Source: an optimization exercise on an open RTL-to-GDS flow (aim: small area and a short achievable clock period). Production flows keep margins and buffers that such runs may drop. No run shown here included a check of the RTL's function; only the layout flow was run. Power and IR drop assume default switching activity.

==> flow/design.v (outline; a module is shown in full before it is edited, if it fits) <==
// module alu_inv: 3 lines
// module alu_nand2: 3 lines
// module alu_nor2: 3 lines
// module alu_and2: 3 lines
// module alu_xor2: 3 lines
// module alu_xnor2: 3 lines
// module alu_aoi21: 3 lines
// module alu_oai21: 3 lines
// module alu_aoi22: 3 lines
// module alu_aoi222: 3 lines
// module alu_nand3: 3 lines
// module alu_nand4: 3 lines
// module alu_maj3: 3 lines
// module alu_and2b: 3 lines
// module alu_a21o: 3 lines
// module alu_mux2i: 3 lines
// module alu_subdec: 3 lines
// module ALU: 1292 lines
module ALU(
    input [31:0] rs1,
    input [31:0] rs2,
    input clk,
    input [3:0] sel,
    output reg [31:0] out
);
  // ...
==> flow/flow/run.sh <==
#!/bin/bash
# Standard layout with two changes: plain buf_1 cells as the port buffers, and
# every synthesized cell swapped for its smallest size before placement (the
# resizer sizes up again where needed).
set -euo pipefail
export BUFFER_PORTS_ARGS="-buffer_cell sky130_fd_sc_hd__buf_1"
export POST_FLOORPLAN_TCL="$PWD/flow/downsize.tcl"
bash standard.sh finish > make_finish.log 2>&1
==> flow/flow/downsize.tcl <==
# Swap every cell for the smallest cell of the same function (the same name
# without its drive-strength suffix); the resizer's repair steps that follow
# size up again where slew, capacitance or timing need it.
set dont_use [split $::env(DONT_USE_CELLS)]
set smallest [dict create]
foreach lc [get_lib_cells sky130_fd_sc_hd__*] {
  set n [get_name $lc]
  if {[lsearch -exact $dont_use $n] >= 0} { continue }
  if {![regexp {^(.+)_([0-9]+)$} $n -> fam drv]} { continue }
  set a [get_property $lc area]
  if {![dict exists $smallest $fam] || $a < [lindex [dict get $smallest $fam] 1]} {
    dict set smallest $fam [list $n $a]
  }
}
set count 0
foreach inst [get_cells *] {
  set lc [get_lib_cells -of_objects $inst]
  set n [get_name $lc]
  if {![regexp {^(.+)_([0-9]+)$} $n -> fam drv]} { continue }
  if {![dict exists $smallest $fam]} { continue }
  lassign [dict get $smallest $fam] best a
  if {$best ne $n && $a < [get_property $lc area]} {
    replace_cell $inst $best
    incr count
  }
}
puts "downsize.tcl: replaced $count cells"
==> flow/standard.sh <==
#!/bin/bash
# synth_recipe.tcl (not shown) runs the flow's synth.tcl, then flattens the netlist and writes it again
# the make line also repeats each setting of config.mk as NAME=value (left out here)
make -C /OpenROAD-flow-scripts/flow DESIGN_CONFIG=/design/flow/config.mk WORK_HOME=/design/flow/orfs CLKGATE_MAP_FILE= SYNTH_SCRIPT=/design/flow/synth_recipe.tcl "${@:-finish}"
==> flow/config.mk <==
export PLATFORM = sky130hd
export DESIGN_NAME = ALU
export DESIGN_NICKNAME = ALU
export VERILOG_FILES = /design/flow/design.v
export SDC_FILE = /design/flow/constraint.sdc
export NUM_CORES = 4
export LEC_CHECK = 0
export CAP_MARGIN = 20
export CORE_MARGIN = 2
export CORE_UTILIZATION = 65
export PLACE_DENSITY = 0.8
export SETUP_SLACK_MARGIN = 1.5
export SLEW_MARGIN = 20
export SYNTH_HIERARCHICAL = 1
==> flow/constraint.sdc <==
create_clock -name core_clock -period 5.0 [get_ports {clk}]
set_input_delay 1.0000 -clock core_clock [delete_from_list [all_inputs] [get_ports {clk}]]
set_output_delay 1.0000 -clock core_clock [all_outputs]
set_load 0.01 [all_outputs]
==> out/metrics.yaml, run 1 <==
status: "finished clean"
utilization_pct: 61.3
synth_top_family_by_area: "compound AO/OA/AOI/OAI gates"
diodes: 0
hold_class: "flop to flop"
swShare_pct: 49.3
worst_ep_arrival_time_ns: 3.62
wl_mm: 19.5
comb.multi_input.count: 617
worstPathCellList: "buf_1 -> inv_1 -> a22oi_1 -> a22oi_1 -> a22oi_1 -> a22oi_1 -> a22oi_1 -> a22oi_1 -> nand3_1"
via_count: 6598
num-nonclk-inverters: 40
async_flop_share_pct: 0
reg.largest.list: "out x32"
fin_total_pwr_uw: 1500
maxPowerGroup: "combinational logic"
met3_usage_pct: 7.96
use_met1_pct: 44.3
met2_usage_pct: 53.7
fin_nets: 883
grt_pass1_vias: 5787
ys_seq_area_share_pct: 9.87
p_comb_uw: 927
drive_gt1_share_pct: 8.59
synth_enable_flop_cells: 0
crit_required_ns: 5.16
numPlacedInstances: 933
largest_reg_flops: 32
yosys-top-cells-area: "a22oi_2 (43%), xor2_1 (11%), dfxtp_1 (9.9%)"
die_w_um: 104
crit_path_end: "out[8]"
vdd_drop_max_uv: 158
ctsHoldBuffers: 0
intPower_uw: 760
final-instance-count-excl-fill: 948
cts_buffers: 5
yosysTopAreaCell: "a22oi_2"
worstMarginPinSlew_ns: 0.952
fin_skew_ns: 0
cts_sinks: 32
ys_types: 21
fillers: 935
==> run 2, diff against run 1 <==
--- a/flow/config.mk
+++ b/flow/config.mk
@@ -7,8 +7,8 @@
 export LEC_CHECK = 0
 export CAP_MARGIN = 20
 export CORE_MARGIN = 2
-export CORE_UTILIZATION = 65
-export PLACE_DENSITY = 0.8
+export CORE_UTILIZATION = 55
+export PLACE_DENSITY = 0.7
 export SETUP_SLACK_MARGIN = 1.5
 export SLEW_MARGIN = 20
 export SYNTH_HIERARCHICAL = 1
==> run 2 against run 1 <==
Worst setup slack better by 0.059 ns. Die area is 17% higher. Non-clock buffer count stayed put. Clock power is 45% higher. Fmax is 1.7% higher. Largest cell class unchanged. Largest power group unchanged.
==> out/metrics.yaml, run 2 <==
path_common_cell: "a22oi_1"  # unchanged
critPathLaunchType: "input pin"  # unchanged
power-per-cell-area_nw_per_um2: 264  # was 251 nW/um^2
worstPathCellList: "buf_1 -> clkbuf_8 -> clkinvlp_4 -> buf_4 -> a22oi_1 -> a22oi_1 -> a22oi_1 -> a22oi_1 -> a22oi_1 -> a22oi_1 -> a22oi_1 -> nand3_1"  # was buf_1 -> inv_1 -> a22oi_1 -> a22oi_1 -> a22oi_1 -> a22oi_1 -> a22oi_1 -> a22oi_1 -> nand3_1
grt_usage_pct: 28.1  # was 33.4%
power_leakage_uw: 0.00227  # was 0.00226 uW
period_share_pct: 68.0  # was 69.1%
final.setup.worst_slack_ns: 1.60  # was 1.54 ns
synthMuxAreaShare_pct: 0.154  # unchanged
hold_class: "flop to flop"  # unchanged
vdd_drop_max_uv: 114  # was 158 uV
status: "finished clean"  # unchanged
reg.largest.list: "out x32"  # unchanged
largest_reg_flops: 32  # unchanged
synth_top_family_by_area: "compound AO/OA/AOI/OAI gates"  # unchanged
critPathKind: "input pin to flop"  # unchanged
endpoint_kind: "flop"  # unchanged
via_count: 6399  # was 6598
ant_nets: 0  # unchanged
routed_via_density: 6.69  # was 6.96
ys_types: 21  # unchanged
worst_ep_arrival_time_ns: 3.56  # was 3.62 ns
top_register: "out"  # unchanged
max_freq_ghz: 0.294  # was 0.289 GHz
cts_sinks: 32  # unchanged
final_common_cell: "a22oi_1"  # unchanged
hold_violations: 0  # unchanged
grt-ovfl-total: 0  # unchanged
die_w_um: 113  # was 104 um
globalplace.congestion: 0.985  # was 1.01
synth_common_cells: "a22oi_2 (224), xor2_1 (80), nand2_1 (62), a21oi_2 (49), o21ai_1 (41)"  # unchanged
die_area_um2: 12700  # was 10800 um^2
netlist_instances: 687  # unchanged
drc: 0  # unchanged
firstDrtPassIters: 8  # was 9
synth_most_common_cell: "a22oi_2"  # unchanged
synth-compound-area-share_pct: 59.3  # unchanged
ys_seq_area_share_pct: 9.87  # unchanged
cts_tree: "yes"  # unchanged
syn_area_um2: 6490  # unchanged
synth_enable_flop_cells: 0  # unchanged
final_area_um2: 6020  # was 5970 um^2
path_clk_slew_ns: 0.06  # was 0.08 ns
io_buffers: 100  # unchanged
areaGrowthSynthToFinish_pct: -7.23  # was -8.06%
synth_adder_area_share_pct: 0  # unchanged
synth_area_per_cell_um2: 9.45  # unchanged
initial_utilization_pct: 56.6  # was 66.7%
grt_pass1_vias: 5442  # was 5787
yosys-top-cells-area: "a22oi_2 (43%), xor2_1 (11%), dfxtp_1 (9.9%)"  # unchanged
worstPathMaxFanout: 38  # was 32
clk_latency_ns: 0.29  # about the same
slew_viol_final: 0  # unchanged
synth-main-ff-cell: "dfxtp_1"  # unchanged
yosysTopAreaCell: "a22oi_2"  # unchanged
fin_tns_setup_ns: 0  # unchanged
postPlaceCellArea_um2: 5620  # was 5600 um^2
crit_path_top_delay_cell: "a22oi_1"  # was inv_1
synthXorXnorAreaFrac_pct: 13.1  # unchanged
async_flop_share_pct: 0  # unchanged
setup_viol: 0  # unchanged
ctsHoldBuffers: 0  # unchanged
slew_headroom_pct: 36.8  # was 36.5%
mostFrequentLayoutCells: "a22oi_1 (220), buf_1 (98), xor2_1 (64)"  # was a22oi_1 (222), buf_1 (96), xor2_1 (64)
die_y_um: 113  # was 104 um
numPlacedInstances: 945  # was 933
rsz0062_at_grt: "true"  # was false
grt_max_degree: 39  # was 37
synthDominantCellAreaShare_pct: 43.2  # unchanged
clockBufferDepth: 2  # unchanged
fin_skew_ns: 0  # unchanged
crit_required_ns: 5.16  # about the same
final-instance-count-excl-fill: 957  # was 948
cts_root_buffer: "clkbuf_16"  # was clkbuf_8
cts_max_level: 2  # unchanged
drt_iter0_drc: 1037  # was 1136
placementRows: 39  # was 36
pre_cts_slack_ns: 0.960  # was 0.782 ns
max_stage_delay_ns: 0.38  # was 0.71 ns
io_pins: 101  # unchanged
dp_hpwl_mm: 13.7  # was 14.1 mm
core_area_um2: 11500  # was 9730 um^2
diodes: 0  # unchanged
synthSimpleGateAreaFrac_pct: 15.3  # unchanged
worstMarginPinSlew_ns: 0.948  # was 0.952 ns
yosys_warnings: 7  # unchanged
wl_per_cell_um: 19.7  # was 20.6 um
cts_buffers: 5  # unchanged
drive_gt1_share_pct: 8.60  # was 8.59%
fin_crit_ns: 3.40  # was 3.46 ns
fin_nets: 882  # was 883
timing.hold.ws_ns: 0.517  # was 0.524 ns
cap_violations: 0  # unchanged
wl_mm: 18.9  # was 19.5 mm
syn-num-nets: 756  # unchanged
antenna_found_initial: 0  # unchanged
grt_first_pass_wirelength_mm: 28.9  # was 29.7 mm
synth-seq-cells: 32  # unchanged
==> run 2: power breakdown <==
part | internal [uW] | switching, uW | total (uW)
registers | 314 | 32.9 | 347
logic | 336 | 577 | 914
clock network | 199 | 128 | 328
==> run 2: cells by family after synthesis <==
group / after synthesis
compound gates: 356
simple gates: 163
xor+xnor: 97
buf+inv: 38
flops: 32
mux: 1
==> run 2: cell type report <==
| class | count | area [um^2] |
|---|---|---|
| Timing Repair Buffer | 118 | 531 |
| Sequential cell | 32 | 641 |
| Clock buffer | 8 | 146 |
| Fill cell | 1153 | 5450 |
| Inverter | 38 | 150 |
| Tap cell | 143 | 179 |
| Timing Repair inverter | 1 | 7.51 |
| Multi-Input combinational cell | 617 | 4370 |
==> run 2: worst paths after layout <==
path	startpoint	to	slack (ns)	cells after the start
worst max-delay path	sel[3]	out[7]	1.60	12
worst min-delay path	out[21]	out[21]	0.52	2
worst max register to register	out[8]	out[8]	4.12	2
worst min register to register	out[21]	out[21]	0.52	2
==> run 2: stage by stage <==
step	power (uW)	utilization (%)
6_report	1590	52.5
4_1_cts	1550	50.9
5_1_grt	1700	52.5
3_5_place_dp	1200	49.0
3_3_place_gp	1200	49.0
2_1_floorplan	1180	-
==> run 2: critical path, delay by kind of cell <==
family	cells	cell delay, ns
compound gates	7	1.73
buf+inv	4	0.68
simple gates	1	0.12
==> run 2: routing by layer <==
| metal | global-route usage (%) | wire length (um) | vias up |
|---|---|---|---|
| met2 | 45.0 | 8860 | 356 |
| met5 | 0 | 0 | - |
| li1 | - | - | 3005 |
| met4 | 7.97 | 405 | 0 |
| met3 | 3.67 | 1540 | 32 |
| met1 | 39.5 | 8090 | 3006 |
==> run 2: what timing repair did <==
action	in CTS	in global routing
gates resized for setup	15	31
setup buffers	1	2
endpoints found under the setup margin	30	31
pin swaps	0	1
gates cloned	1	0
==> run 2: Yosys stat by module, one instance, submodules excluded, excerpt <==
module,cells inside,copies in the design,cell area [um^2],flops+latches
ALU,54,1,752,32
alu_and2b,1,32,13.8,0
alu_aoi222,1,32,10.0,0
alu_mux2i,1,1,10.0,0
alu_xnor2,1,16,8.76,0
alu_xor2,1,80,8.76,0
alu_nand4,1,1,6.26,0
alu_nand3,1,31,5.00,0
alu_inv,1,31,3.75,0
alu_nor2,1,25,3.75,0
==> run 3, diff against run 2 <==
--- a/flow/config.mk
+++ b/flow/config.mk
@@ -7,8 +7,7 @@
 export LEC_CHECK = 0
 export CAP_MARGIN = 20
 export CORE_MARGIN = 2
-export CORE_UTILIZATION = 55
-export PLACE_DENSITY = 0.7
+export CORE_UTILIZATION = 40
 export SETUP_SLACK_MARGIN = 1.5
 export SLEW_MARGIN = 20
 export SYNTH_HIERARCHICAL = 1
==> run 3 against run 2 <==
Clock skew is the same. Synthesized area is the same. Die area grew 36%. Fmax grew 0.39%. Sequential power is essentially flat. Critical path type unchanged. Critical endpoint is now out[3]. Highest routed layer unchanged.
==> out/metrics.yaml, run 3 <==
fin_skew_ns: 0  # unchanged
grt_usage_pct: 21.9  # was 28.1%
hold_violations: 0  # unchanged
cts_max_level: 2  # unchanged
ys_types: 21  # unchanged
synth_common_cells: "a22oi_2 (224), xor2_1 (80), nand2_1 (62), a21oi_2 (49), o21ai_1 (41)"  # unchanged
setup_viol: 0  # unchanged
drt_iter0_drc: 1232  # was 1037
intPower_uw: 919  # was 849 uW
p_switching_uw: 757  # was 739 uW
ys_seq_area_share_pct: 9.87  # unchanged
ctsHoldBuffers: 0  # unchanged
wl_mm: 19.8  # was 18.9 mm
cts_buffers: 5  # unchanged
routed_via_density: 6.13  # was 6.69
slew_headroom_pct: 38.3  # was 36.8%
worstHoldStart: "out[14]"  # was out[21]
clockPowerShare_pct: 24.2  # was 20.6%
routed.top_layer: "met4"  # unchanged
power-per-cell-area_nw_per_um2: 270  # was 264 nW/um^2
wl_per_cell_um: 19.1  # was 19.7 um
rsz0062_at_grt: "true"  # unchanged
power_frac_seq_pct: 20.6  # was 21.8%
globalplace.congestion: 0.936  # was 0.985
grt_max_degree: 37  # was 39
syn_area_um2: 6490  # unchanged
p_comb_share_pct: 55.2  # was 57.5%
io_buffers: 100  # unchanged
initial_utilization_pct: 40.8  # was 56.6%
worst_ep_arrival_time_ns: 3.55  # was 3.56 ns
netlist_instances: 687  # unchanged
power_leakage_uw: 0.00231  # was 0.00227 uW
synth_most_common_cell: "a22oi_2"  # unchanged
cts_root_buffer: "clkbuf_16"  # unchanged
wl_met1_mm: 8.48  # was 8.09 mm
die_area_um2: 17300  # was 12700 um^2
clk_latency_ns: 0.30  # was 0.29 ns
synth-seq-cells: 32  # unchanged
endpoint_kind: "flop"  # unchanged
clockBufferDepth: 2  # unchanged
largest_reg_flops: 32  # unchanged
io_pins: 101  # unchanged
areaGrowthSynthToFinish_pct: -4.36  # was -7.23%
synth_enable_flop_cells: 0  # unchanged
fillers: 1769  # was 1153
reg.largest.list: "out x32"  # unchanged
path_clk_slew_ns: 0.06  # about the same
numPlacedInstances: 1019  # was 945
wl_met2_mm: 8.87  # was 8.86 mm
die_y_um: 131  # was 113 um
fin_crit_ns: 3.38  # was 3.40 ns
r2r_slack_ns: 4.09  # was 4.12 ns
final-instance-count-excl-fill: 1034  # was 957
reg2reg_depth: 2  # unchanged
fin_tns_setup_ns: 0  # unchanged
yosys-top-cells-area: "a22oi_2 (43%), xor2_1 (11%), dfxtp_1 (9.9%)"  # unchanged
critPathLaunchType: "input pin"  # unchanged
synthDominantCellAreaShare_pct: 43.2  # unchanged
status: "finished clean"  # unchanged
grt-ovfl-total: 0  # unchanged
hold_class: "flop to flop"  # unchanged
cts_sinks: 32  # unchanged
mostFrequentLayoutCells: "a22oi_1 (223), buf_1 (96), xor2_1 (63)"  # was a22oi_1 (220), buf_1 (98), xor2_1 (64)
top_register: "out"  # unchanged
core_area_um2: 15900  # was 11500 um^2
ant_nets: 0  # unchanged
swShare_pct: 45.2  # was 46.5%
via_count: 6339  # was 6399
crit_required_ns: 5.17  # was 5.16 ns
fin_nets: 886  # was 882
worstPathMaxFanout: 36  # was 38
yosysTopAreaCell: "a22oi_2"  # unchanged
timing.rr.start: "out[12]"  # was out[8]
async_flop_share_pct: 0  # unchanged
cap_violations: 0  # unchanged
synth_area_per_cell_um2: 9.45  # unchanged
drive_gt1_share_pct: 9.54  # was 8.60%
synth-main-ff-cell: "dfxtp_1"  # unchanged
holdPathStages: 2  # unchanged
firstDrtPassIters: 8  # unchanged
slew_viol_final: 0  # unchanged
die_w_um: 131  # was 113 um
period_share_pct: 67.7  # was 68.0%
grt_first_pass_wirelength_mm: 30.7  # was 28.9 mm
vdd_drop_max_uv: 111  # was 114 uV
startpoint: "sel[3]"  # unchanged
grt_pass1_vias: 5593  # was 5442
critPathKind: "input pin to flop"  # unchanged
diodes: 0  # unchanged
placementRows: 46  # was 39
final_common_cell: "a22oi_1"  # unchanged
worstMarginPinSlew_ns: 0.924  # was 0.948 ns
dr_wl_met3_mm: 1.84  # was 1.54 mm
drc: 0  # unchanged
syn-num-nets: 756  # unchanged
max_freq_ghz: 0.295  # was 0.294 GHz
cts_tree: "yes"  # unchanged
dp_hpwl_mm: 14.9  # was 13.7 mm
antenna_found_initial: 0  # unchanged
yosys_warnings: 7  # unchanged
-- run 3: changes by cell type in the layout (fill, tap and decap cells not counted), sizes merged --
| cell | delta |
|---|---|
| bufinv | +1 |
| buf | +3 |
| clkinvlp | +2 |
| inv | -1 |
| clkbuf | -1 |
-- run 3: critical path, stage by stage --
cell and delay, ns:
clkbuf_2 0.16, buf_6 0.22, nand3_1 0.09, buf_4 0.26, inv_1 0.23, a22oi_1 0.34, a22oi_1 0.19, a22oi_1 0.30
a22oi_1 0.21, a22oi_1 0.42, nand3_1 0.11
-- run 3: power by group through the flow --
| stage | combinational, uW | clock, uW | sequential (uW) |
|---|---|---|---|
| final | 926 | 405 | 345 |
| after detailed placement | 860 | 0 | 351 |
| after floorplan | 807 | 0 | 374 |
| after CTS | 870 | 409 | 346 |
| after global routing | 1020 | 418 | 353 |
| after global placement | 863 | 0 | 352 |
-- run 3: worst paths after layout --
path                   to
setup / recovery   out[3]
hold / removal    out[14]
setup reg to reg  out[12]
hold reg to reg   out[14]
-- run 3: per-layer routing --
layer	GRT usage (%)	up-vias
met3	4.01	44
met1	30.3	2953
met5	0	-
met4	6.58	0
li1	-	3008
met2	34.6	334
-- run 3: cell type report --
class	instances	area [um^2]	area share, %
multi-input cells	617	4400	70.9
flip-flops and latches	32	641	10.3
repair buffers	121	542	8.73
well taps	216	270	4.35
inverters	38	154	2.48
clock buffers	7	153	2.46
clock inverters	1	30.0	0.484
repair inverters	2	15.0	0.242
-- run 3: kinds of logic after synthesis --
family	count (synthesis)	share of synthesized area [%]
DFF	32	9.87
xor gates and xnor gates	97	13.1
AOI/OAI and AO/OA	356	59.3
and+or+nand+nor	163	15.3
buffers and inverters	38	2.20
muxes	1	0.154
-- run 3: what timing repair did --
| item | 4_1_cts | 5_1_grt |
|---|---|---|
| setup buffers | 0 | 5 |
| hold endpoints to repair | 0 | 0 |
| cloned | 0 | 2 |
| setup endpoints to repair | 25 | 32 |
| pin swaps | 0 | 1 |
| resized for setup | 9 | 40 |
-- run 3: modules after synthesis, one instance, submodules excluded, excerpt --
module,flip-flops and latches,cells inside,times used
alu_xnor2,0,1,16
alu_nand3,0,1,31
alu_aoi222,0,1,32
alu_aoi22,0,1,224
alu_subdec,0,1,8
alu_inv,0,1,31
alu_nand2,0,1,61
ALU,32,54,1
alu_xor2,0,1,80
alu_nor2,0,1,25
alu_a21o,0,1,1
alu_nand4,0,1,1
alu_oai21,0,1,41
alu_aoi21,0,1,49
alu_and2b,0,1,32
-- run 3: per-stage QoR --
stage               cell area, um^2  hold WS (ns)  power, uW  setup slack [ns]  utilization [%]
floorplan                      6500         0.556       1180              1.53                -
global placement               5720         0.498       1210             0.798             36.0
detailed placement             5720         0.504       1210             0.718             36.0
CTS                            5930         0.520       1630              1.51             37.3
global route                   6210         0.544       1790              1.47             39.1
finish                         6210         0.514       1680              1.62             39.1

-- static timing again, ports no longer ideal --
No port has a modelled driver above. Below, the same layouts with a new extraction and two added sets of constraints.
Step 1, drivers: a clkbuf_16 drives clk and a buf_2 each remaining input, both assumed.
Step 2 adds t to the input delays and takes it off the output delays; t is the mean of the earliest and latest rising clock arrival at the registers after step 1. Input paths then give back, and output paths get back, about the clock's delay inside the block.
Slacks: no drivers / after step 1 / after step 2; pairs: no drivers / after step 1.
| run | t, ns | setup slack, ns | worst setup path at the end | worst slew at a driven data input, ns | pins driven straight from the clock port |
|---|---|---|---|---|---|
| run 1 | 0.327 | 1.544 / 1.556 / 1.230 | input to register | 0.04 | 1 |
| run 2 | 0.326 | 1.602 / 1.619 / 1.294 | input to register | 0.04 | 1 |
| run 3 | 0.339 | 1.615 / 1.637 / 1.299 | input to register | 0.06 | 1 |
After both steps every run listed still meets setup and hold. For run 3, which loses most, drivers alone change the setup slack by +0.022 ns; drivers and shift together by -0.316 ns.
